This is an optimization exercise on Yosys and OpenROAD, whose aim is small area, not a production implementation. The RTL was checked by simulation tests, not by an equivalence proof against the original design. The clock port is modelled as an ideal driver, which makes a skipped or thinned clock tree look cheaper than it is; a real chip needs a root buffer or a tree. No activity file was given, so power comes from the tool's default toggle rates.

the previous run:
Design servo_driver, start of the top module:
module servo_driver(
clk,
rst,
pulse_request,
pwm_out,
rdy_in,
akn_in_out,
addr,
tap
);
input           clk;
input           rst;             
input      [7:0]pulse_request;
input           rdy_in;
input      [7:0]addr;
output          pwm_out;
output          akn_in_out;
output     [7:0]tap;
parameter LOCAL_ADDR = 8'H1;
reg             send_data;       
reg             send_akn;        
reg        [2:0]seq;             
reg        [7:0]data_n;          
wire            idle  = ~seq[2] & ~seq[0];
wire            save  = ~seq[1] &  seq[0];
wire            send2 =  seq[1] & ~seq[0];
wire            send3 =  seq[2] & ~seq[1];
wire            step  = idle ? send_data : (save ? send_akn : 1'b1);
assign akn_in_out = send_akn;
always @(posedge clk) begin
  if (rst) begin
    send_data <= 1'b0;
    send_akn  <= 1'b0;
    seq       <= 3'b000;
  end else begin
    if (send_data) begin
      if (save) begin
        send_data <= 1'b0;
        send_akn  <= 1'b1;
      end
    end else if (send_akn) begin
      if (~rdy_in) send_akn <= 1'b0;
    end else if (rdy_in && (addr == LOCAL_ADDR)) begin
      send_data <= 1'b1;
    end
    if (step) seq <= {seq[1:0], ~seq[2]};
  end
end
wire       [7:0]low_byte;
always @(posedge clk) begin
  if (idle)       data_n <= ~pulse_request;
  else if (send2) data_n <= ~low_byte;
end
pwm_signal PWM1(
  .clk(clk),
  .rst(rst),
  ...
Size: about 380 cells after synthesis, about 29 I/O pins, ~2600 um^2 of cells after synthesis.
clock: 25.0 ns
lec_check: 0
cap_margin: 20
core_margin: 2
core_utilization: 72
place_density: 0.82
slew_margin: 20
standard.sh (not shown) runs the stock make flow with config.mk's settings and CLKGATE_MAP_FILE= SYNTH_SCRIPT=/design/flow/synth_recipe.tcl, a recipe that flattens the netlist after the stock synthesis.
==> flow/flow/run.sh <==
#!/bin/bash
# Layout flow: the standard synthesis, then the combinational logic of its
# netlist is mapped again for area (the registers are kept as they are), then
# the standard ORFS flow from floorplan to finish, with minimum-size port
# buffers and a one-level clock tree (flow/clock_leaves.tcl; TritonCTS with
# flow/cts_args.txt if that tree cannot meet the slew limit).
set -euo pipefail
WORK=$(pwd)
FLOW=$WORK/flow
R=$WORK/orfs/results/$FLOW_PLATFORM/servo_driver/base

bash standard.sh synth > $WORK/std_synth.log 2>&1

cp $R/1_2_yosys.v $WORK/std_netlist.v
bash $FLOW/resynth.sh $WORK/std_netlist.v $WORK/resynth.v > $WORK/resynth.log 2>&1

cp $WORK/resynth.v $R/1_2_yosys.v
touch $R/1_2_yosys.v $R/1_2_yosys.sdc
rm -f $R/1_synth.odb $R/1_synth.sdc

bash standard.sh \
  "BUFFER_PORTS_ARGS=-buffer_cell sky130_fd_sc_hd__buf_1" \
  "PRE_CTS_TCL=$FLOW/clock_leaves.tcl" \
  "CTS_ARGS=$(cat $FLOW/cts_args.txt)" \
  finish > $WORK/std_finish.log 2>&1
==> flow/flow/abc_p4_ds13.script <==
strash; &get -n; &deepsyn -I 1 -J 200 -S 13; &put; dch -f; amap; strash; dch -f; amap; strash; dch -f; amap; topo
==> flow/flow/abc_p4_ds14.script <==
strash; &get -n; &deepsyn -I 1 -J 200 -S 14; &put; dch -f; amap; strash; dch -f; amap; strash; dch -f; amap; topo
==> flow/flow/abc_p4_ds15.script <==
strash; &get -n; &deepsyn -I 1 -J 200 -S 15; &put; dch -f; amap; strash; dch -f; amap; strash; dch -f; amap; topo
==> flow/flow/abc_p4_ds16.script <==
strash; &get -n; &deepsyn -I 1 -J 200 -S 16; &put; dch -f; amap; strash; dch -f; amap; strash; dch -f; amap; topo
==> flow/flow/abc_p5_ds17.script <==
strash; &get -n; &deepsyn -I 1 -J 200 -S 17; &put; dch -f; amap; strash; dch -f; amap; strash; dch -f; amap; topo
==> flow/flow/abc_p5_ds18.script <==
strash; &get -n; &deepsyn -I 1 -J 200 -S 18; &put; dch -f; amap; strash; dch -f; amap; strash; dch -f; amap; topo
==> flow/flow/abc_p5_ds19.script <==
strash; &get -n; &deepsyn -I 1 -J 200 -S 19; &put; dch -f; amap; strash; dch -f; amap; strash; dch -f; amap; topo
==> flow/flow/abc_p5_ds20.script <==
strash; &get -n; &deepsyn -I 1 -J 200 -S 20; &put; dch -f; amap; strash; dch -f; amap; strash; dch -f; amap; topo
==> flow/flow/clock_leaves.tcl <==
# PRE_CTS_TCL hook: a one-level clock tree. The clock port drives K leaf
# clock buffers, each placed at the centre of a group of flip-flops (k-means
# on their positions). K is the smallest from 2 to 4 whose worst estimated
# flip-flop clock slew stays under slew_limit. TritonCTS is then not run
# (clock_tree_synthesis becomes a no-op); the rest of cts.tcl (placement
# legalisation, timing repair) runs as usual. If no K meets the limit, the
# leaves are taken out again and TritonCTS builds the tree as usual.

set leaf_cell sky130_fd_sc_hd__clkbuf_8
set slew_limit 0.110

proc leaves_kmeans { sinks k } {
  set n [llength $sinks]
  set cs {}
  for {set i 0} {$i < $k} {incr i} {
    set s [lindex $sinks [expr {int(($i + 0.5) * $n / $k)}]]
    lappend cs [list [lindex $s 1] [lindex $s 2]]
  }
  set asg {}
  for {set iter 0} {$iter < 50} {incr iter} {
    set sx {}; set sy {}; set cnt {}
    for {set i 0} {$i < $k} {incr i} { lappend sx 0; lappend sy 0; lappend cnt 0 }
    set asg {}
    foreach s $sinks {
      set best 0; set bd 1e30
      for {set i 0} {$i < $k} {incr i} {
        set c [lindex $cs $i]
        set d [expr {abs([lindex $s 1]-[lindex $c 0]) + abs([lindex $s 2]-[lindex $c 1])}]
        if {$d < $bd} { set bd $d; set best $i }
      }
      lappend asg $best
      lset sx $best [expr {[lindex $sx $best] + [lindex $s 1]}]
      lset sy $best [expr {[lindex $sy $best] + [lindex $s 2]}]
      lset cnt $best [expr {[lindex $cnt $best] + 1}]
    }
    for {set i 0} {$i < $k} {incr i} {
      if {[lindex $cnt $i] > 0} {
        lset cs $i [list [expr {[lindex $sx $i] / [lindex $cnt $i]}] [expr {[lindex $sy $i] / [lindex $cnt $i]}]]
      }
    }
  }
  return [list $cs $asg]
}

proc leaves_insert { cell k } {
  set block [ord::get_db_block]
  set master [[ord::get_db] findMaster $cell]
  set clknet [$block findNet clk]
  set sinks {}
  foreach it [$clknet getITerms] {
    set b [[$it getInst] getBBox]
    lappend sinks [list $it [expr {([$b xMin]+[$b xMax])/2.0}] [expr {([$b yMin]+[$b yMax])/2.0}]]
  }
  set sinks [lsort -real -index 1 $sinks]
  lassign [leaves_kmeans $sinks $k] cs asg
  set made {}
  for {set i 0} {$i < $k} {incr i} {
    set inst [odb::dbInst_create $block $master clkleaf_$i]
    set net [odb::dbNet_create $block clk_leaf_$i]
    $net setSigType CLOCK
    [$inst findITerm A] connect $clknet
    [$inst findITerm X] connect $net
    set c [lindex $cs $i]
    $inst setLocation [expr {int([lindex $c 0])}] [expr {int([lindex $c 1])}]
    $inst setPlacementStatus PLACED
    set leafnet($i) $net
    lappend made [list $inst $net]
  }
  foreach s $sinks a $asg {
    set it [lindex $s 0]
    $it disconnect
    $it connect $leafnet($a)
  }
  return [list $made $sinks]
}

proc leaves_remove { made sinks } {
  set block [ord::get_db_block]
  set clknet [$block findNet clk]
  foreach s $sinks {
    set it [lindex $s 0]
    $it disconnect
    $it connect $clknet
  }
  foreach m $made {
    lassign $m inst net
    odb::dbInst_destroy $inst
    odb::dbNet_destroy $net
  }
}

proc leaves_worst_slew { } {
  set worst 0
  foreach p [get_pins -hierarchical */CLK] {
    set s [get_property $p slew_max]
    if {$s > $worst} { set worst $s }
  }
  return $worst
}

set_propagated_clock [all_clocks]
set leaves_done 0
for {set k 2} {$k <= 4} {incr k} {
  lassign [leaves_insert $leaf_cell $k] made sinks
  estimate_parasitics -placement
  set w [leaves_worst_slew]
  puts "clock leaves: $k x $leaf_cell, worst estimated clock pin slew $w"
  if {$w <= $slew_limit} { set leaves_done 1; break }
  leaves_remove $made $sinks
}

if {$leaves_done} {
  set_propagated_clock [all_clocks]
  rename clock_tree_synthesis my_flow_unused_clock_tree_synthesis
  proc clock_tree_synthesis { args } {
    puts "clock tree already built by the PRE_CTS_TCL hook"
    set_propagated_clock [all_clocks]
  }
} else {
  unset_propagated_clock [all_clocks]
  puts "clock leaves: no leaf count meets the slew limit, TritonCTS builds the tree"
}
==> flow/flow/cts_args.txt <==
-sink_clustering_enable -repair_clock_nets -buf_list sky130_fd_sc_hd__clkbuf_8 -root_buf sky130_fd_sc_hd__clkbuf_8 -dont_use_dummy_load
==> flow/flow/resynth.sh <==
#!/bin/bash
# usage: resynth.sh in.v out.v
# Maps the combinational logic of a mapped netlist again for area. Each pass
# runs its ABC scripts (abc_pN_*.script) side by side on the best netlist so
# far and keeps the smallest result. Flip-flop cells are kept as black
# boxes, so every register keeps its instance name and cell type.
set -uo pipefail
IN=$1; OUT=$2
FLOW=$(cd $(dirname $0) && pwd)
LIB=$FLOW_HOME/platforms/sky130hd/lib/sky130_fd_sc_hd__tt_025C_1v80.lib
TMP=$(dirname $OUT)/resynth_tmp
mkdir -p $TMP
cur=$IN; cura=""
for pass in 1 2 3 4 5; do
  for s in $FLOW/abc_p${pass}_*.script; do
    n=$(basename $s .script)
    cat > $TMP/$n.ys <<EOT
read_liberty -ignore_miss_func $LIB
read_verilog $cur
blackbox sky130_fd_sc_hd__df* sky130_fd_sc_hd__edf* sky130_fd_sc_hd__sdf* sky130_fd_sc_hd__sedf* sky130_fd_sc_hd__dl*
hierarchy -top $FLOW_TOP
flatten
opt_clean
techmap
opt -fast -purge
abc -liberty $LIB -dont_use *probe* -dont_use *lpflow* -script $s
opt_clean -purge
hilomap -singleton -hicell sky130_fd_sc_hd__conb_1 HI -locell sky130_fd_sc_hd__conb_1 LO
splitnets
opt_clean -purge
tee -o $TMP/$n.stat stat -liberty $LIB
write_verilog -noattr -noexpr -nohex -nodec $TMP/$n.v
EOT
    yosys -l $TMP/$n.log -q $TMP/$n.ys > /dev/null 2>&1 &
  done
  wait
  for s in $FLOW/abc_p${pass}_*.script; do
    n=$(basename $s .script)
    if [[ -f $TMP/$n.stat && -f $TMP/$n.v ]]; then
      a=$(grep "Chip area for module" $TMP/$n.stat | tail -1 | awk '{print $NF}')
      echo "pass $pass $n: $a"
      if [[ -z "$cura" ]] || python3 -c "import sys; sys.exit(0 if $a < $cura else 1)"; then
        cur=$TMP/$n.v; cura=$a
      fi
    else
      echo "pass $pass $n: failed"
    fi
  done
  echo "after pass $pass: $cur $cura"
done
cp $cur $OUT
Other scripts of this flow, unchanged in this note and not shown: flow/flow/abc_p1_a.script, flow/flow/abc_p1_b.script, flow/flow/abc_p1_ds1.script, flow/flow/abc_p1_ds2.script, flow/flow/abc_p1_ds3.script, flow/flow/abc_p1_ds4.script, flow/flow/abc_p2_ds5.script, flow/flow/abc_p2_ds6.script, flow/flow/abc_p2_ds7.script, flow/flow/abc_p2_ds8.script, flow/flow/abc_p3_ds10.script, flow/flow/abc_p3_ds11.script, flow/flow/abc_p3_ds12.script, flow/flow/abc_p3_ds9.script
diff inputs: the previous run => the current run
# the previous run
export LEC_CHECK = 0
export CAP_MARGIN = 20
export CORE_MARGIN = 2
export CORE_UTILIZATION = 72
export PLACE_DENSITY = 0.82
export SLEW_MARGIN = 20
create_clock -name core_clock -period 25.0 [get_ports {clk}]
# the current run
export LEC_CHECK = 0
export CAP_MARGIN = 20
export CORE_MARGIN = 2
export CORE_UTILIZATION = 40
export SLEW_MARGIN = 20
create_clock -name core_clock -period 25.0 [get_ports {clk}]
diff --git a/flow/flow/run.sh b/flow/flow/run.sh
--- a/flow/flow/run.sh
+++ b/flow/flow/run.sh
@@ -3,5 +3,3 @@
 # netlist is mapped again for area (the registers are kept as they are), then
-# the standard ORFS flow from floorplan to finish, with minimum-size port
-# buffers and a one-level clock tree (flow/clock_leaves.tcl; TritonCTS with
-# flow/cts_args.txt if that tree cannot meet the slew limit).
+# the standard ORFS flow from floorplan to finish.
 set -euo pipefail
@@ -23,3 +21,2 @@
   "PRE_CTS_TCL=$FLOW/clock_leaves.tcl" \
-  "CTS_ARGS=$(cat $FLOW/cts_args.txt)" \
   finish > $WORK/std_finish.log 2>&1
diff --git a/flow/flow/clock_leaves.tcl b/flow/flow/clock_leaves.tcl
--- a/flow/flow/clock_leaves.tcl
+++ b/flow/flow/clock_leaves.tcl
@@ -3,6 +3,5 @@
 # on their positions). K is the smallest from 2 to 4 whose worst estimated
-# flip-flop clock slew stays under slew_limit. TritonCTS is then not run
+# flip-flop clock slew stays under SLEW_LIMIT. TritonCTS is then not run
 # (clock_tree_synthesis becomes a no-op); the rest of cts.tcl (placement
-# legalisation, timing repair) runs as usual. If no K meets the limit, the
-# leaves are taken out again and TritonCTS builds the tree as usual.
+# legalisation, timing repair) runs as usual.
 
@@ -101,3 +100,2 @@
 set_propagated_clock [all_clocks]
-set leaves_done 0
 for {set k 2} {$k <= 4} {incr k} {
@@ -107,3 +105,3 @@
   puts "clock leaves: $k x $leaf_cell, worst estimated clock pin slew $w"
-  if {$w <= $slew_limit} { set leaves_done 1; break }
+  if {$w <= $slew_limit || $k == 4} { break }
   leaves_remove $made $sinks
@@ -111,12 +109,6 @@
 
-if {$leaves_done} {
+rename clock_tree_synthesis my_flow_unused_clock_tree_synthesis
+proc clock_tree_synthesis { args } {
+  puts "clock tree already built by the PRE_CTS_TCL hook"
   set_propagated_clock [all_clocks]
-  rename clock_tree_synthesis my_flow_unused_clock_tree_synthesis
-  proc clock_tree_synthesis { args } {
-    puts "clock tree already built by the PRE_CTS_TCL hook"
-    set_propagated_clock [all_clocks]
-  }
-} else {
-  unset_propagated_clock [all_clocks]
-  puts "clock leaves: no leaf count meets the slew limit, TritonCTS builds the tree"
 }
diff --git a/flow/flow/resynth.sh b/flow/flow/resynth.sh
--- a/flow/flow/resynth.sh
+++ b/flow/flow/resynth.sh
@@ -13,3 +13,3 @@
 cur=$IN; cura=""
-for pass in 1 2 3 4 5; do
+for pass in 1 2 3; do
   for s in $FLOW/abc_p${pass}_*.script; do
removed: flow/flow/abc_p4_ds13.script
removed: flow/flow/abc_p4_ds14.script
removed: flow/flow/abc_p4_ds15.script
removed: flow/flow/abc_p4_ds16.script
removed: flow/flow/abc_p5_ds17.script
removed: flow/flow/abc_p5_ds18.script
removed: flow/flow/abc_p5_ds19.script
removed: flow/flow/abc_p5_ds20.script
removed: flow/flow/cts_args.txt
==> run summary <==
- The current run — number of nets in the layout 2 higher, the previous run as reference
- The current run: post-route worst setup slack is 290 ps higher than what the previous run reported.
- Smallest hold slack across the current run and the previous run: no real change.
- Diff the previous run -> the current run: shortest clock period the worst path allows after layout fell by 290 ps; critical path depth decreased 3; first-pass GRT wire length went down by about 3.4%.
- Between the previous run and the current run, the flow reports switching power summed over all nets increasing by more than 10%.
- Delta (the current run minus the previous run): sequential cell power now sits at about the same level, die area now larger.
- The current run against the previous run: number of logic inverters in the finished layout comparable; post-detailed-placement half-perimeter wirelength picked up an extra 2.9%.
No run of this note takes its clock network from TritonCTS; it comes from the design's own scripts or RTL.

static timing again, ports no longer ideal:
The flow's constraints put no driver on any port. The routed layouts listed below were extracted and timed again, unchanged, in two steps. Step 1 assumes that a clkbuf_16 drives the clock port and a buf_2 every other input. Step 2 times the ports against the registers' clock, not the clock port: input delays grow and output delays shrink by t, the midpoint of the rising clock arrivals with the driver on. a / b / c = no drivers / after step 1 / after step 2; a / b = the first two.
| run | t, ns | slack for setup (ns) | worst register clock-pin slew, ns | cell pins on the clock port's net |
|---|---|---|---|---|
| the previous run | 0.194 | 15.538 / 15.491 / 15.685 | 0.10 / 0.10 | 3 |
| the current run | 0.202 | 15.823 / 15.776 / 15.977 | 0.11 / 0.11 | 3 |
After both steps setup and hold are still met in every run listed.
